What follows belongs to an exercise in optimizing a design on an open flow for small area; a production flow would make more cautious choices.
Only simulation tests tie the RTL to the original design; equivalence was not proved.
Power and IR drop assume default switching activity.

File: run.sh
#!/bin/bash
# synth_recipe.tcl (not shown) runs the flow's synth.tcl, then flattens the netlist and writes it again
# the make line also repeats each setting of config.mk as NAME=value (left out here)
make -C /OpenROAD-flow-scripts/flow DESIGN_CONFIG=/design/flow/config.mk WORK_HOME=/design/flow/orfs CLKGATE_MAP_FILE= SYNTH_SCRIPT=/design/flow/synth_recipe.tcl finish
File: config.mk
export PLATFORM = sky130hd
export DESIGN_NAME = DE1_SoC
export DESIGN_NICKNAME = DE1_SoC
export VERILOG_FILES = /design/flow/design.v
export SDC_FILE = /design/flow/constraint.sdc
export NUM_CORES = 4
export LEC_CHECK = 0
export CAP_MARGIN = 20
export CORE_MARGIN = 2
export CORE_UTILIZATION = 40
export SLEW_MARGIN = 20
File: constraint.sdc
create_clock -name core_clock -period 10.0 [get_ports {CLOCK_50}]
set_input_delay 2.0000 -clock core_clock [delete_from_list [all_inputs] [get_ports {CLOCK_50}]]
set_output_delay 2.0000 -clock core_clock [all_outputs]
set_load 0.01 [all_outputs]
File: design.v
package game_types;
    typedef enum logic [3:0] {
        S_IDLE,
        S_SET_D3, S_SET_D2, S_SET_D1, S_SET_D0,
        S_GUESS_D3, S_GUESS_D2, S_GUESS_D1, S_GUESS_D0,
        S_SHOW_RESULT,
        S_WIN,
        S_LOSE
    } state_t;
endpackage
module debouncer(clk, reset_n, key_in, key_pulse);
	input logic clk, reset_n, key_in;
	output logic key_pulse;
	logic [2:0] btn_sync;
	logic btn_stable, btn_prev;
	always_ff @(posedge clk or negedge reset_n) begin
		if(!reset_n) begin
			btn_sync <= 3'b111;
			btn_prev <= 1'b0;
		end else begin
			btn_sync <= {btn_sync[1:0], key_in};
			btn_prev <= btn_stable;
		end
	end
	assign btn_stable = (btn_sync == 3'b000);
	assign key_pulse = btn_stable && !btn_prev;
endmodule
module priority_encoder (
    input  logic [9:0] sw,
    output logic [3:0] hex_val,
    output logic valid
);
    always_comb begin
        valid = 1'b1;
        hex_val = 4'd0;
        if      (sw[9]) hex_val = 4'd9;
        else if (sw[8]) hex_val = 4'd8;
        else if (sw[7]) hex_val = 4'd7;
        else if (sw[6]) hex_val = 4'd6;
        else if (sw[5]) hex_val = 4'd5;
        else if (sw[4]) hex_val = 4'd4;
        else if (sw[3]) hex_val = 4'd3;
        else if (sw[2]) hex_val = 4'd2;
        else if (sw[1]) hex_val = 4'd1;
        else if (sw[0]) hex_val = 4'd0;
        else begin
            valid = 1'b0;
            hex_val = 4'd0;
        end
    end
endmodule
module lfsr_generator (
    input  logic        clk,
    input  logic        reset_n,
    output logic [3:0]  rand_digit
);
    logic [15:0] lfsr_reg;
    always_ff @(posedge clk or negedge reset_n) begin
        if (!reset_n) begin
            lfsr_reg <= 16'hACE1;
        end else begin
            logic feedback;
            feedback = lfsr_reg[0] ^ lfsr_reg[2] ^ lfsr_reg[3] ^ lfsr_reg[5];
            lfsr_reg <= {feedback, lfsr_reg[15:1]};
        end
    end
    assign rand_digit = lfsr_reg[3:0] % 10; 
endmodule
module hex_decoder (
    input  logic [3:0] hex_in,
    output logic [6:0] hex_out
);
    always_comb begin
        case (hex_in)
            4'h0: hex_out = 7'b1000000;  
            4'h1: hex_out = 7'b1111001;  
            4'h2: hex_out = 7'b0100100;  
            4'h3: hex_out = 7'b0110000;  
            4'h4: hex_out = 7'b0011001;  
            4'h5: hex_out = 7'b0010010;  
            4'h6: hex_out = 7'b0000010;  
            4'h7: hex_out = 7'b1111000;  
            4'h8: hex_out = 7'b0000000;  
            4'h9: hex_out = 7'b0010000;  
            4'hA: hex_out = 7'b0001000;  
            4'hB: hex_out = 7'b0000011;  
            4'hC: hex_out = 7'b1110111;  
            4'hD: hex_out = 7'b1000111;  
            4'hE: hex_out = 7'b0000110;  
            4'hF: hex_out = 7'b1111111;  
            default: hex_out = 7'b1111111;
        endcase
    end
endmodule
import game_types::*;
module game_core (
    input logic clk,
    input logic reset_n,
    input logic p0_pulse,
    input logic p1_pulse,
    input logic [3:0] sw_val,
    input logic sw_valid,
    input logic [3:0] lfsr_val,
    output game_types::state_t current_state,
    output logic [3:0][3:0] target,
    output logic [3:0][3:0] guess,
    output logic [3:0] candidate,
    output logic [2:0] chances,
    output logic [3:0] is_random
);
    logic is_duplicate;
    assign candidate = sw_valid ? sw_val : lfsr_val;
    always_comb begin
        is_duplicate = 1'b0;
        case (current_state)
            S_SET_D2:   if (candidate == target[3]) is_duplicate = 1'b1;
            S_SET_D1:   if (candidate == target[3] || candidate == target[2]) is_duplicate = 1'b1;
            S_SET_D0:   if (candidate == target[3] || candidate == target[2] || candidate == target[1]) is_duplicate = 1'b1;
            S_GUESS_D2: if (candidate == guess[3]) is_duplicate = 1'b1;
            S_GUESS_D1: if (candidate == guess[3] || candidate == guess[2]) is_duplicate = 1'b1;
            S_GUESS_D0: if (candidate == guess[3] || candidate == guess[2] || candidate == guess[1]) is_duplicate = 1'b1;
            default:    is_duplicate = 1'b0;
        endcase
    end
    always_ff @(posedge clk or negedge reset_n) begin
        if (!reset_n) begin
            current_state <= S_IDLE;
            chances <= 5;
            is_random <= 4'b0000;
            for(int i=0; i<4; i++) begin target[i] <= 0; guess[i] <= 0; end
        end else begin
            case (current_state)
                S_IDLE: begin
                    if (p0_pulse) begin 
                        current_state <= S_SET_D3; 
                        chances <= 5;
                        is_random <= 4'b0000;
                    end
                end
                S_SET_D3: if (p0_pulse) begin 
                    target[3] <= candidate; 
                    is_random[3] <= !sw_valid;
                    current_state <= S_SET_D2; 
                end
                S_SET_D2: begin
                    if (p0_pulse && !is_duplicate) begin 
                        target[2] <= candidate; 
                        is_random[2] <= !sw_valid;
                        current_state <= S_SET_D1; 
                    end
                    else if (p1_pulse) current_state <= S_SET_D3;
                end
                S_SET_D1: begin
                    if (p0_pulse && !is_duplicate) begin 
                        target[1] <= candidate; 
                        is_random[1] <= !sw_valid;
                        current_state <= S_SET_D0; 
                    end
                    else if (p1_pulse) current_state <= S_SET_D2;
                end
                S_SET_D0: begin
                    if (p0_pulse && !is_duplicate) begin 
                        target[0] <= candidate; 
                        is_random[0] <= !sw_valid;
                        current_state <= S_GUESS_D3; 
                    end
                    else if (p1_pulse) current_state <= S_SET_D1;
                end
                S_GUESS_D3: begin
                    if (p0_pulse && sw_valid) begin guess[3] <= candidate; current_state <= S_GUESS_D2; end
                end
                S_GUESS_D2: begin
                    if (p0_pulse && sw_valid && !is_duplicate) begin guess[2] <= candidate; current_state <= S_GUESS_D1; end
                    else if (p1_pulse) current_state <= S_GUESS_D3;
                end
                S_GUESS_D1: begin
                    if (p0_pulse && sw_valid && !is_duplicate) begin guess[1] <= candidate; current_state <= S_GUESS_D0; end
                    else if (p1_pulse) current_state <= S_GUESS_D2;
                end
                S_GUESS_D0: begin
                    if (p0_pulse && sw_valid && !is_duplicate) begin
                        guess[0] <= candidate;
                        if ( (guess[3] == target[3] ? 1:0) + 
                             (guess[2] == target[2] ? 1:0) + 
                             (guess[1] == target[1] ? 1:0) + 
                             (candidate == target[0] ? 1:0) == 4 ) begin
                            current_state <= S_WIN;
                        end else begin
                            if (chances == 1) begin
                                chances <= 0;
                                current_state <= S_LOSE;
                            end else begin
                                chances <= chances - 1;
                                current_state <= S_SHOW_RESULT;
                            end
                        end
                    end 
                    else if (p1_pulse) current_state <= S_GUESS_D1;
                end
                S_SHOW_RESULT: if (p0_pulse) current_state <= S_GUESS_D3;
                S_WIN: ;
                S_LOSE: ;
            endcase
        end
    end
endmodule
import game_types::*;
module display_ctrl (
    input game_types::state_t state,
    input logic blink_on,
    input logic [3:0][3:0] target,
    input logic [3:0][3:0] guess,
    input logic [3:0] candidate,
    input logic sw_valid,
    input logic [2:0] chances,
    input logic [3:0] is_random,
    output logic [6:0] HEX5, HEX4, HEX3, HEX2,
    output logic [9:0] LEDR
);
    logic [3:0] char_val [3:0];
    localparam C_L = 4'hD;
    localparam C_O = 4'h0;
    localparam C_S = 4'h5;
    localparam C_E = 4'hE;
    localparam C_A = 4'hA;
    localparam C_b = 4'hB;
    localparam C_U = 4'hC;
    localparam C_BLK = 4'hF;
    always_comb begin
        char_val[3] = C_BLK; char_val[2] = C_BLK; 
        char_val[1] = C_BLK; char_val[0] = C_BLK;
        LEDR = 10'd0;
        if (state == S_GUESS_D3 || state == S_GUESS_D2 || state == S_GUESS_D1 || state == S_GUESS_D0) begin
            case (chances)
                5: begin LEDR[4] = blink_on; LEDR[3:0] = 4'b1111; end
                4: begin LEDR[3] = blink_on; LEDR[2:0] = 3'b111; end
                3: begin LEDR[2] = blink_on; LEDR[1:0] = 2'b11; end
                2: begin LEDR[1] = blink_on; LEDR[0] = 1'b1; end
                1: begin LEDR[0] = blink_on; end
                default: LEDR[4:0] = 5'b0;
            endcase
        end else if (state == S_SHOW_RESULT) begin
            case (chances)
                5: LEDR[4:0] = 5'b11111;
                4: LEDR[4:0] = 5'b01111;
                3: LEDR[4:0] = 5'b00111;
                2: LEDR[4:0] = 5'b00011;
                1: LEDR[4:0] = 5'b00001;
                default: LEDR[4:0] = 5'b0;
            endcase
        end
        case (state)
            S_IDLE: begin
                char_val[3] = 4'd1; char_val[2] = C_A; 
                char_val[1] = 4'd2; char_val[0] = C_b;
                if (blink_on) LEDR = 10'b1111111111;
            end
            S_SET_D3: begin
                char_val[3] = blink_on ? (sw_valid ? candidate : C_U) : C_BLK;
                char_val[2] = C_U; char_val[1] = C_U; char_val[0] = C_U;
            end
            S_SET_D2: begin
                char_val[3] = is_random[3] ? C_U : target[3];
                char_val[2] = blink_on ? (sw_valid ? candidate : C_U) : C_BLK;
                char_val[1] = C_U; char_val[0] = C_U;
            end
            S_SET_D1: begin
                char_val[3] = is_random[3] ? C_U : target[3];
                char_val[2] = is_random[2] ? C_U : target[2];
                char_val[1] = blink_on ? (sw_valid ? candidate : C_U) : C_BLK;
                char_val[0] = C_U;
            end
            S_SET_D0: begin
                char_val[3] = is_random[3] ? C_U : target[3];
                char_val[2] = is_random[2] ? C_U : target[2];
                char_val[1] = is_random[1] ? C_U : target[1];
                char_val[0] = blink_on ? (sw_valid ? candidate : C_U) : C_BLK;
            end
            S_GUESS_D3: begin
                char_val[3] = blink_on ? (sw_valid ? candidate : C_U) : C_BLK;
                char_val[2] = C_U; char_val[1] = C_U; char_val[0] = C_U;
            end
            S_GUESS_D2: begin
                char_val[3] = guess[3];
                char_val[2] = blink_on ? (sw_valid ? candidate : C_U) : C_BLK;
                char_val[1] = C_U; char_val[0] = C_U;
            end
            S_GUESS_D1: begin
                char_val[3] = guess[3]; char_val[2] = guess[2];
                char_val[1] = blink_on ? (sw_valid ? candidate : C_U) : C_BLK;
                char_val[0] = C_U;
            end
            S_GUESS_D0: begin
                char_val[3] = guess[3]; char_val[2] = guess[2]; char_val[1] = guess[1];
                char_val[0] = blink_on ? (sw_valid ? candidate : C_U) : C_BLK;
            end
            S_SHOW_RESULT: begin
                char_val[3] = guess[3]; char_val[2] = guess[2];
                char_val[1] = guess[1]; char_val[0] = guess[0];
                if (guess[3] == target[3]) LEDR[9] = 1'b1;
                else if (guess[3] == target[2] || guess[3] == target[1] || guess[3] == target[0]) LEDR[9] = blink_on;
                if (guess[2] == target[2]) LEDR[8] = 1'b1;
                else if (guess[2] == target[3] || guess[2] == target[1] || guess[2] == target[0]) LEDR[8] = blink_on;
                if (guess[1] == target[1]) LEDR[7] = 1'b1;
                else if (guess[1] == target[3] || guess[1] == target[2] || guess[1] == target[0]) LEDR[7] = blink_on;
                if (guess[0] == target[0]) LEDR[6] = 1'b1;
                else if (guess[0] == target[3] || guess[0] == target[2] || guess[0] == target[1]) LEDR[6] = blink_on;
            end
            S_WIN: begin
                char_val[3] = 4'd4; char_val[2] = C_A; 
                char_val[1] = 4'd0; char_val[0] = C_b;
                if (blink_on) LEDR = 10'b1111111111;
            end
            S_LOSE: begin
                char_val[3] = C_L; char_val[2] = C_O; 
                char_val[1] = C_S; char_val[0] = C_E;
                if (blink_on) LEDR = 10'b1111111111;
            end
        endcase
    end
    hex_decoder h5(char_val[3], HEX5);
    hex_decoder h4(char_val[2], HEX4);
    hex_decoder h3(char_val[1], HEX3);
    hex_decoder h2(char_val[0], HEX2);
endmodule
import game_types::*;
module DE1_SoC (
    input logic CLOCK_50,
    input logic [3:0] KEY,
    input logic [9:0] SW,
    output logic [6:0] HEX5, HEX4, HEX3, HEX2, HEX1, HEX0,
    output logic [9:0] LEDR
);
    assign HEX1 = 7'b1111111;
    assign HEX0 = 7'b1111111;
    logic reset_n;
    logic p0_pulse, p1_pulse;
    logic [3:0] sw_val;
    logic sw_valid;
    logic [3:0] lfsr_val;
    logic blink_on;
    game_types::state_t current_state;
    logic [3:0][3:0] target;
    logic [3:0][3:0] guess;
    logic [3:0] candidate;
    logic [2:0] chances;
    logic [3:0] is_random;
    assign reset_n = KEY[3];
    debouncer db0 (CLOCK_50, reset_n, KEY[0], p0_pulse);
    debouncer db1 (CLOCK_50, reset_n, KEY[1], p1_pulse);
    priority_encoder enc0 (SW, sw_val, sw_valid);
    lfsr_generator lfsr0 (CLOCK_50, reset_n, lfsr_val);
    logic [14:0] cnt_blink;
    always_ff @(posedge CLOCK_50 or negedge reset_n) begin
        if (!reset_n) begin cnt_blink <= 0; blink_on <= 0; end
        else begin
            if (cnt_blink == 25000-1) begin
                cnt_blink <= 0;
                blink_on <= ~blink_on;
            end else cnt_blink <= cnt_blink + 1;
        end
    end
    game_core core_inst (
        .clk(CLOCK_50),
        .reset_n(reset_n),
        .p0_pulse(p0_pulse),
        .p1_pulse(p1_pulse),
        .sw_val(sw_val),
        .sw_valid(sw_valid),
        .lfsr_val(lfsr_val),
        .current_state(current_state),
        .target(target),
        .guess(guess),
        .candidate(candidate),
        .chances(chances),
        .is_random(is_random)
    );
    display_ctrl disp_inst (
        .state(current_state),
        .blink_on(blink_on),
        .target(target),
        .guess(guess),
        .candidate(candidate),
        .sw_valid(sw_valid),
        .chances(chances),
        .is_random(is_random),
        .HEX5(HEX5), .HEX4(HEX4), .HEX3(HEX3), .HEX2(HEX2),
        .LEDR(LEDR)
    );
endmodule
==> flow_metrics.env <==
export IMPL_status="timing/DRC/antenna clean"
export IMPL_grt_pass1_vias=5446
export IMPL_nFillCells=1602
export IMPL_post_cts_resized=0
export IMPL_hp_class="reg -> reg"
export IMPL_holdWs_ns=0.347
export IMPL_grt_max_degree=83
export IMPL_cp_arrival_ns=6.46
export IMPL_final_hold_viol_count=0
export IMPL_required_ns=8.00
export IMPL_p_per_area_nw_per_um2=324
export IMPL_ys_seq_area_frac=0.302
export IMPL_leakagePower_nw=3.16
export IMPL_synth_common_cells="xnor2_1 (80), nand2_1 (75), dfrtp_1 (66), o21ai_0 (56), nor2_1 (55)"
export IMPL_io_buffers=51
export IMPL_grt_overflow=0
export IMPL_grt_antenna_before_repair=0
export IMPL_max_slew_margin=0.322
export IMPL_htreeDepth=3
export IMPL_drtIter0Drc=608
export IMPL_cp_start_kind="input pin"
export IMPL_cts_root_buf="clkbuf_16"
export IMPL_fin_crit_ns=8.46
export IMPL_crit_type="in -> out"
export IMPL_endpoint_kind="primary output"
export IMPL_cap_violations=0
export IMPL_worst_path_buf_inv=3
export IMPL_syn_area_um2=6860
export IMPL_grtUsageTotal=0.207
export IMPL_io_pins=67
export IMPL_synth_top_family_by_area="compound AO/OA/AOI/OAI gates"
export IMPL_ys_warn_count=9
export IMPL_fin_nets=867
export IMPL_synth_adder_area_share=0.0558
export IMPL_core_area_um2=16600
export IMPL_regArea_um2=2070
export IMPL_crit_chain="clkdlybuf4s50_1 -> or4_1 -> nor3_1 -> o31ai_1 -> a21boi_0 -> inv_1 -> ha_1 -> nor2_1 -> a21oi_1 -> o22ai_1 -> clkdlybuf4s50_1"
export IMPL_dieHeight_um=135
export IMPL_synth_flop_cell="dfrtp_1"
export IMPL_firstDrtPassIters=5
export IMPL_synth_top_area_cell="dfrtp_1"
export IMPL_antenna_cells=0
export IMPL_ys_ff_latch=82
export IMPL_cpPeakStageDelay_ns=0.82
export IMPL_synth_xor_area_frac=0.128
export IMPL_synth_area_leaders="dfrtp_1 (24%), xnor2_1 (10%), dfstp_2 (6.1%)"
export IMPL_synthArstFlopShare=1.00
export IMPL_clock_fmax_mhz=118
export IMPL_synth_top_area_frac=0.241
export IMPL_cts_made_buffers=9
export IMPL_final_period_utilization=0.846
export IMPL_postCtsHoldBufs=0
export IMPL_num_vias=5961
export IMPL_drc=0
export IMPL_grt_pass1_wl_um=29500
export IMPL_start_util=0.412
export IMPL_routed_wl_um=18600
export IMPL_fp_dieW_um=135
export IMPL_syn_inst=813
export IMPL_slew_violations=0
export IMPL_syn_to_final_growth_pct=13.1
export IMPL_clk_latency_ns=0.35
export IMPL_synth_cell_types=85
export IMPL_wl_per_cell_um=17.7
export IMPL_gp_congestion=0.930
export IMPL_cp_slowest_cell="nor3_1"
export IMPL_tns_ns=0
export IMPL_path_delay_family="simple AND/OR/NAND/NOR gates"
export IMPL_cts_sinks=82
export IMPL_finalClockSkew_ns=0.00564
export IMPL_crit_fanout=7
export IMPL_layout_drive_gt1_share=0.110
export IMPL_cts_tree="done"
export IMPL_postCtsSetupRepairBufs=0
export IMPL_crit_top_cell="clkdlybuf4s50_1"
export IMPL_synthMuxAreaShare=0.0569
export IMPL_setup_viol=0
export IMPL_vdd_drop_max_uv=235
export IMPL_clockBufferDepth=2
export IMPL_die_area_um2=18200
export IMPL_detail_route_antenna_nets=0
export IMPL_hpwl_um=13200
export IMPL_yosys_area_share_simple=0.194
export IMPL_synth_edf_count=0
export IMPL_rows=47
export IMPL_viasPerCell=5.69
export IMPL_synth_area_per_cell_um2=8.44
export IMPL_clk_pin_slew_ns=0.06
export IMPL_rsz0062_at_grt="no"
export IMPL_tightest_slew_ns=1.02
export IMPL_yosysMostFrequentCell="xnor2_1"
export IMPL_multi_input_area_um2=4370
export IMPL_synth_compound_area_frac=0.194
-- cell families after synthesis --
kind of cell    Yosys count
other cells               1
fa+ha+maj                30
xor+xnor                100
buf+inv                 110
compound gates          197
simple gates            262
flops                    82
mux                      31
-- worst reg2reg max path: stages (launching register included) --
cell,delay (ns)
dfrtp_1,1.01
nor4b_1,0.76
o221ai_1,0.25
a2111oi_0,0.65
o2111ai_1,0.20
o311ai_0,0.16
a21oi_1,0.19
nand3_4,0.16
nor2_4,0.11
nand4_1,0.32
mux2_2,0.38
-- area by class of cell --
cell class	count	share of cell area
Timing Repair Buffer	58	0.0727
Multi-Input combinational cell	634	0.564
Inverter	37	0.0179
Sequential cell	82	0.267
Tap cell	220	0.0355
Clock inverter	6	0.0124
Clock buffer	10	0.0308
-- stage by stage --
stage / utilization / power [mW] / cell area [um^2] / instances / worst slack [ns]
4_1_cts: 0.465 / 2.51 / 7730 / 1046 / 1.68
3_5_place_dp: 0.444 / 2.13 / 7400 / 1030 / 1.69
2_1_floorplan: - / 1.57 / 6910 / 826 / 3.45
6_report: 0.466 / 2.52 / 7760 / 1047 / 1.54
5_1_grt: 0.466 / 2.70 / 7760 / 1047 / 1.29
3_3_place_gp: 0.444 / 2.12 / 7400 / 1030 / 1.75
-- routing by layer --
metal  global-route usage  part of all wire  vias up
met2                0.297              0.42      253
met3               0.0488             0.087       33
met4               0.0689             0.024        0
met1                0.304              0.47     2808
li1                     -                 -     2867
met5                    0                 0        -
-- path summary, 6_finish.rpt --
check | startpoint | end | slack [ns] | cells after the start
hold reg to reg | lfsr0.lfsr_reg[12] | lfsr0.lfsr_reg[11] | 0.35 | 0
setup reg to reg | core_inst.current_state[2] | core_inst.target[6] | 5.70 | 10
setup / recovery | SW[0] | HEX5[6] | 1.54 | 11
hold / removal | lfsr0.lfsr_reg[12] | lfsr0.lfsr_reg[11] | 0.35 | 0
max in group asynchronous | KEY[3] | core_inst.target[13] | 7.82 | 1
min in group asynchronous | KEY[3] | cnt_blink[8] | 1.69 | 1
-- cell usage in the layout, fill, tap and decap left out, types with 20 or more instances in the layout --
cell type / n
nor2_1: 55
a21oi_1: 42
clkdlybuf4s50_1: 50
o21ai_0: 56
nand2_1: 75
dfrtp_1: 66
ha_1: 29
inv_1: 37
xor2_1: 20
nand3_1: 27
xnor2_1: 80
nand4_1: 22
-- where the power goes --
| part | total (mW) | internal, mW | leakage (nW) | switching [mW] |
|---|---|---|---|---|
| logic | 1.58 | 0.791 | 1.98 | 0.792 |
| registers | 0.562 | 0.388 | 1.02 | 0.174 |
| clock network | 0.370 | 0.228 | 0.161 | 0.141 |

==> afterwards: timing with drivers on the ports <==
The flow's constraints put no driver on any port. The routed layout listed below was extracted and timed again, unchanged, in two steps. Step 1 assumes that a clkbuf_16 drives the clock port and a buf_2 every other input. Step 2 moves the port delays by t, midway between the first and last clock arrival at a register: inputs arrive t later, outputs are due t later. That takes back most of the time a late clock gives input paths. a / b / c = ideal / step 1 / step 2; a / b = the first two.
t, ns: 0.388
slack for setup (ns): 1.543 / 1.519 / 1.519
clock arrival spread, ns: 0.006 / 0.006
cell pins on the clock port's net: 1
After both steps this run still meets setup and hold. The setup slack of this run moves by -0.024 ns with the drivers and by -0.024 ns with both steps.
